Source: an optimization exercise on an open RTL-to-GDS flow (aim: small area, a short achievable clock period and few clock cycles). Production flows keep margins and buffers that such runs may drop. Function was checked by simulation only, so behaviour that the tests miss may differ from the original. No activity file was given, so power comes from the tool's default toggle rates.

== the reference run ==
Design JAM, start of the top module:
module JAM (
	input CLK,
	input RST,
	output [2:0] W,
	output [2:0] J,
	input [6:0] Cost,
	output [3:0] MatchCount,
	output reg [9:0] MinCost,
	output reg Valid
);
make LEC_CHECK=0 CAP_MARGIN=20 CORE_MARGIN=2 CORE_UTILIZATION=40 SLEW_MARGIN=20 finish   # period 5.0 ns
run.sh (not shown) runs the stock make flow with config.mk's settings and CLKGATE_MAP_FILE= SYNTH_SCRIPT=/design/flow/synth_recipe.tcl, a recipe that flattens the netlist after the stock synthesis.
Testbench counts of the reference run, summed over its fixed seeds: cycles 3,556.
Input changes introduced in the trial run (baseline for comparison: the reference run):
-- flow/design.v --
<<< the reference run, line 52
reg [8:0] Dmin;
reg [2:0] j1;
reg [2:0] pbest;
reg       mtbest;
>>> the trial run, line 52
reg [8:0] Dmin;
reg [2:0] j1;
reg [7:0] Ubest;
reg [2:0] pbest;
reg       mtbest;
<<< the reference run, line 94
wire       dec_go = dec & mtbest;                           
wire       newph  = dec & ~mtbest & (ph != 3'd7) & (st == S_ITER);  
wire [9:0] Kc     = fadd({1'b0, Dmin}, {2'b11, ~ur[r]}, 1'b1);
wire [8:0] Kcur   = Kc[8:0];
wire       issue  = (st == S_ITER || st == S_BM) && (pend != 8'd0) && (!dec || mtbest || newph);
wire [2:0] jci    = jc;
wire [7:0] pend_n = pend & ~(8'd1 << jc);
wire       zinit  = (st == S_ITER) && first && !dec && (ph == 3'd0);
wire       fold   = issue && (st == S_ITER) && ((first && !dec) || newph);
wire       fixing = (first || st == S_WALK) && !dec && (inT != 8'd0);
wire [8:0] Ksel   = used[jci] ? (newph ? Dmin : D) : (newph ? 9'd0 : (dec ? Kcur : K));
assign W = r;
assign J = jc;
wire [7:0] nvA  = zinitA ? 8'd0 : nv[jA];
wire [9:0] opa  = {3'b000, Cost};
>>> the trial run, line 95
wire       dec_go = dec & mtbest;                           
wire       newph  = dec & ~mtbest & (ph != 3'd7) & (st == S_ITER);  
wire [2:0] p1     = p[j1];
wire [2:0] pcur   = first ? p1 : pbest;
wire [9:0] Kc     = fadd({1'b0, Dmin}, {2'b11, ~(first ? ur[p1] : Ubest)}, 1'b1);
wire [8:0] Kcur   = Kc[8:0];
wire       issue  = (st == S_ITER || st == S_BM) && (newph || dec_go || ((pend != 8'd0) && !dec));
wire [7:0] pendi  = newph ? 8'hff : (dec_go ? ~(used | (8'd1 << j1)) : pend);
wire [2:0] jci    = newph ? 3'd0 : (dec_go ? lowest(pendi) : jc);
wire [7:0] pend_n = pendi & ~(8'd1 << jci);
wire       zinit  = (st == S_ITER) && first && !dec && (ph == 3'd0);
wire       fold   = issue && (st == S_ITER) && ((first && !dec) || newph);
wire       fixing = (first || st == S_WALK) && !dec && (inT != 8'd0);
wire [8:0] Ksel   = used[jci] ? (newph ? Dmin : D) : (newph ? 9'd0 : (dec ? Kcur : K));
assign W = newph ? ph + 3'd1 : (dec ? pcur : r);
assign J = jci;
wire [7:0] nvA  = zinitA ? 8'd0 : nv[jA];
wire [9:0] opa  = {3'b000, Cost};
<<< the reference run, line 119
wire       better = startB | (less ? lt_xD : lt_MD);
wire [8:0] newM   = less ? xB : Mj;
wire       sb     = vB && lastB && (st == S_ITER);
wire [2:0] j1f    = better ? jB : j1;
wire       mtf    = better ? mtB : mtbest;
wire [2:0] pf     = first ? p[j1f] : (better ? pB : pbest);
wire [7:0] pnf    = ~(used | (8'd1 << j1f));
wire [7:0] used_r = used & (used - 8'd1);
wire [7:0] inT_r  = inT & (inT - 8'd1);
>>> the trial run, line 123
wire       better = startB | (less ? lt_xD : lt_MD);
wire [8:0] newM   = less ? xB : Mj;
wire [7:0] used_r = used & (used - 8'd1);
wire [7:0] inT_r  = inT & (inT - 8'd1);
<<< the reference run, line 190
		dec <= vB && lastB && (st == S_ITER);
		if (vB && st == S_BM && lastB) rdone <= rdone + 4'd1;
		if (sb) begin
			if (mtf) begin
				r <= pf;
				pend <= pnf;
				jc <= lowest(pnf);
			end else if (ph != 3'd7) begin
				r <= ph + 3'd1;
				pend <= 8'hff;
				jc <= 3'd0;
			end
		end
		if (fold) used <= used & ~(8'd1 << jci);
		if (dec_go) begin
			used <= used | (8'd1 << j1);
			inT <= inT | (8'd1 << r);
			K <= Kcur;
			first <= 1'b0;
		end
>>> the trial run, line 189
		dec <= vB && lastB && (st == S_ITER);
		if (vB && st == S_BM && lastB) rdone <= rdone + 4'd1;
		if (fold) used <= used & ~(8'd1 << jci);
		if (dec_go) begin
			used <= used | (8'd1 << j1);
			inT <= inT | (8'd1 << pcur);
			K <= Kcur;
			r <= pcur;
			first <= 1'b0;
		end
<<< the reference run, line 215
			end else begin
				ph <= ph + 3'd1;
				first <= 1'b1;
				K <= 9'd0;
>>> the trial run, line 204
			end else begin
				ph <= ph + 3'd1;
				r <= ph + 3'd1;
				first <= 1'b1;
				K <= 9'd0;
<<< the reference run, line 275
	MjB <= M[jA];
	if (foldA) nv[jA] <= nvW[7:0];
	UB <= ur[rowA];
	pB <= p[jA];
	mtB <= mt[jA];
>>> the trial run, line 265
	MjB <= M[jA];
	if (foldA) nv[jA] <= nvW[7:0];
	UB <= ur[(st == S_BM) ? rowA : p[jA]];
	pB <= p[jA];
	mtB <= mt[jA];
<<< the reference run, line 289
			Dmin <= newM;
			j1 <= jB;
			pbest <= pB;
			mtbest <= mtB;
>>> the trial run, line 279
			Dmin <= newM;
			j1 <= jB;
			Ubest <= UB;
			pbest <= pB;
			mtbest <= mtB;
<<< the reference run, line 298
		D <= Dmin;
		nv[j1] <= fadd({2'b00, nv[j1]}, {2'b11, ~Dmin[7:0]}, 1'b1);
		ur[r] <= fadd({2'b00, ur[r]}, {2'b11, ~Dmin[7:0]}, 1'b1);
		j0 <= j1;
	end
>>> the trial run, line 289
		D <= Dmin;
		nv[j1] <= fadd({2'b00, nv[j1]}, {2'b11, ~Dmin[7:0]}, 1'b1);
		ur[pcur] <= fadd({2'b00, ur[pcur]}, {2'b11, ~Dmin[7:0]}, 1'b1);
		j0 <= j1;
	end
- Leakage power in the trial run is about 5% above the reference run.
- Relative area change from synthesis to final layout, the reference run and the trial run: higher on the reference run
- Number of standard cells in the layout, taps in and fillers out: the trial run vs the reference run up 3.7%
- In the reports, the flip-flop count of the trial run exceeds that of the reference run.
- Taking the reference run as the reference, in the trial run diode insertion count for antenna repair went up; total net switching power went down.
- From the reference run to the trial run the numbers moved as follows: ratio of final minimum period to clock period increased 3.8 points; number of post-CTS setup repair buffers essentially unchanged.
- Comparing the reference run and the trial run, the higher share of flip-flops with an asynchronous set or reset after synthesis is on the reference run.
- As of the trial run, count of clock-buffer cells in the layout had risen by a few percent compared to the reference run.
- Comparing the two runs side by side, the trial run comes out behind the reference run on worst relative slew slack.
- Taking the reference run as the reference, in the trial run critical path depth down 7, post-synthesis xor/xnor area fraction lost 0.26 points, area occupied by multi-input gates +6.5%.
Testbench counts of the trial run, summed over its fixed seeds: cycles 3,556.

## re-timing with driven ports
No port has a modelled driver above. Below, the same layouts with a new extraction and two added sets of constraints. Step 1 assumes that a clkbuf_16 drives the clock port and a buf_2 every other input. Step 2, shift: input delay + t, output delay - t, t = (earliest + latest rising clock arrival at the registers) / 2. This alone moves slack from input paths to output paths. Slacks: no drivers / after step 1 / after step 2; pairs: no drivers / after step 1.
run	t, ns	setup WS [ns]	clock arrival spread, ns
the reference run	0.727	0.340 / 0.340 / 0.340	0.061 / 0.060
the trial run	0.725	0.149 / 0.079 / 0.364	0.084 / 0.084
After both steps setup and hold are still met in every run listed.
